From an optimization exercise on the open Yosys and OpenROAD flow, aimed at small area; shortcuts taken in it are not production practice. Function was checked by simulation only, so behaviour that the tests miss may differ from the original.

Design bb8_drive, start of the top module:
module bb8_drive (
  input  logic              clock,
  input  logic              reset,    
  input  logic              run_en,
  input  logic signed [8:0] pitch_kP, pitch_kI, pitch_kD,
  input  logic signed [8:0] yaw_kP, yaw_kI, yaw_kD,
  input  logic signed [9:0] mpu_pitch, mpu_yaw,
  input  logic signed [8:0] set_pitch, set_yaw,
  output logic signed [9:0] target_speed_left, target_speed_right,
  output logic              step_l, dir_l,
  output logic              step_r, dir_r,
  output logic              en_n
);
Size in the first run: about 2800 cells after synthesis, roughly 27000 um2 of cells after synthesis.
Settings: LEC_CHECK=0, ABC_AREA=1, CAP_MARGIN=20, CORE_MARGIN=2, CORE_UTILIZATION=40, SLEW_MARGIN=20, SYNTH_HIERARCHICAL=1; clock period 130.0 ns.
run.sh (not shown) runs the stock make flow with config.mk's settings and CLKGATE_MAP_FILE= SYNTH_SCRIPT=/design/flow/synth_recipe.tcl, a recipe that flattens the netlist after the stock synthesis.
Change:
==> flow/flow/run.sh (new file) <==
#!/bin/bash
# Own layout flow: the standard ORFS flow, with two changes:
#  - the port buffers that global placement inserts are the smallest buffer
#    (sky130_fd_sc_hd__buf_1) instead of the one buffer_ports picks itself;
#  - after global routing, cells on paths with positive slack are downsized
#    (RECOVER_POWER=100), which undoes the upsizing done by ABC in synthesis.
# Everything else (synthesis, floorplan, power grid, taps, CTS, routing) is
# the standard flow unchanged.  The make output goes to flow_make.log; each
# ORFS step keeps its own log under orfs/logs/.
set -euo pipefail
bash standard.sh "BUFFER_PORTS_ARGS=-buffer_cell sky130_fd_sc_hd__buf_1" RECOVER_POWER=100 finish > flow_make.log 2>&1
==> flow/standard.sh (new file) <==
#!/bin/bash
# synth_recipe.tcl (not shown) runs the flow's synth.tcl, then flattens the netlist and writes it again
# the make line also repeats each setting of config.mk as NAME=value (left out here)
make -C /OpenROAD-flow-scripts/flow DESIGN_CONFIG=/design/flow/config.mk WORK_HOME=/design/flow/orfs CLKGATE_MAP_FILE= SYNTH_SCRIPT=/design/flow/synth_recipe.tcl "${@:-finish}"
--- a/flow/config.mk
+++ b/flow/config.mk
@@ -7,3 +7,2 @@
 export LEC_CHECK = 0
-export ABC_AREA = 1
 export CAP_MARGIN = 20
removed: flow/run.sh
=>
- This time the run ran to the end with violations: max-capacitance violations, max-slew violations
- count of clock-buffer cells in the layout climbs by 1
- global-route usage is about the same
- clock skew drops by 12 ps
- wire length drops by 4.1%
- area after synthesis drops by 4.7%

---

Setup of purple:
Another version of the RTL of bb8_drive (not shown whole).
For scale: about 1800 cells after synthesis, roughly 180 flip-flops, roughly 120 I/O pins, roughly 0.022 mm2 of cells after synthesis.
export LEC_CHECK = 0
export CAP_MARGIN = 20
export CORE_MARGIN = 2
export CORE_UTILIZATION = 40
export SLEW_MARGIN = 20
export SYNTH_HIERARCHICAL = 1
create_clock -name core_clock -period 130.0 [get_ports {clock}]
Stock flow here: none of the scripts above is used.
purple: PASS, flow complete, no timing, DRC or antenna violations
[inputs] blue vs purple
==> flow/flow/run.sh (new file) <==
#!/bin/bash
# Own layout flow: the standard ORFS flow (standard.sh) with these
# settings changed, to keep the buffering the layout adds small:
#  - the buffer put on every input and output port is the smallest buffer,
#    sky130_fd_sc_hd__buf_1 (BUFFER_PORTS_ARGS); repair_design still fixes any
#    slew or capacitance it causes;
#  - the buffers ABC inserts are removed at floorplan (REMOVE_ABC_BUFFERS=1)
#    and global placement is not timing driven, so it keeps no buffers of its
#    own (the clock period leaves > 50 ns of slack);
#  - clock tree: clkbuf_8 buffers and no dummy loads (CTS_ARGS).
# Synthesis, floorplan, power grid, taps and routing are the standard flow.
# make's output goes to flow_make.log; each ORFS step keeps its own log under
# orfs/logs/.
set -euo pipefail
bash standard.sh \
  "BUFFER_PORTS_ARGS=-buffer_cell sky130_fd_sc_hd__buf_1" \
  REMOVE_ABC_BUFFERS=1 \
  GPL_TIMING_DRIVEN=0 \
  "CTS_ARGS=-sink_clustering_enable -repair_clock_nets -dont_use_dummy_load -buf_list sky130_fd_sc_hd__clkbuf_8" \
  finish > flow_make.log 2>&1
==> flow/standard.sh (new file) <==
#!/bin/bash
# synth_recipe.tcl (not shown) runs the flow's synth.tcl, then flattens the netlist and writes it again
# the make line also repeats each setting of config.mk as NAME=value (left out here)
make -C /OpenROAD-flow-scripts/flow DESIGN_CONFIG=/design/flow/config.mk WORK_HOME=/design/flow/orfs CLKGATE_MAP_FILE= SYNTH_SCRIPT=/design/flow/synth_recipe.tcl "${@:-finish}"
removed: flow/run.sh
[summary]
Summary: with purple as the reference, wire length of the first global-routing pass in blue moved up by a few percent. When blue is measured against purple, its non-clock buffer count turns out 9.6% lower. Compared to purple, the routing of blue uses more wire. The lower initial antenna violation count of blue and purple is in purple. Compared with purple, blue shows layout overhead on the synthesized area lower by 4.8 points. blue | stages: all done | timing, DRC, antenna: all pass.

## what the ideal ports hide
No port has a modelled driver above. Below, the same layouts with a new extraction and two added sets of constraints.
Step 1 sets driving cells, clkbuf_16 on the clock port and buf_2 on the other inputs (assumed; they add their load-dependent delay and slew).
Step 2 moves the port delays by t, midway between the first and last clock arrival at a register: inputs arrive t later, outputs are due t later. That takes back most of the time a late clock gives input paths.
Slacks: no drivers / after step 1 / after step 2; pairs: no drivers / after step 1.
| run | t, ns | slack for setup (ns) | worst hold slack (ns) | clock arrival spread, ns | worst slew at a driven data input, ns |
|---|---|---|---|---|---|
| the first run of note 1 | 0.546 | 52.220 / 52.184 / 52.184 | 0.509 / 0.509 / 0.509 | 0.026 / 0.027 | 0.10 |
| the second run of note 1 | 0.552 | 51.956 / 51.930 / 51.930 | 0.500 / 0.500 / 0.500 | 0.015 / 0.015 | 0.06 |
| purple | 0.504 | 54.575 / 54.548 / 54.548 | 0.441 / 0.441 / 0.441 | 0.012 / 0.013 | 0.08 |
| blue | 0.596 | 55.297 / 55.274 / 55.274 | 0.425 / 0.425 / 0.425 | 0.056 / 0.056 | 0.11 |
For the first run of note 1, which loses most, drivers alone change the setup slack by -0.036 ns; drivers and shift together by -0.036 ns.
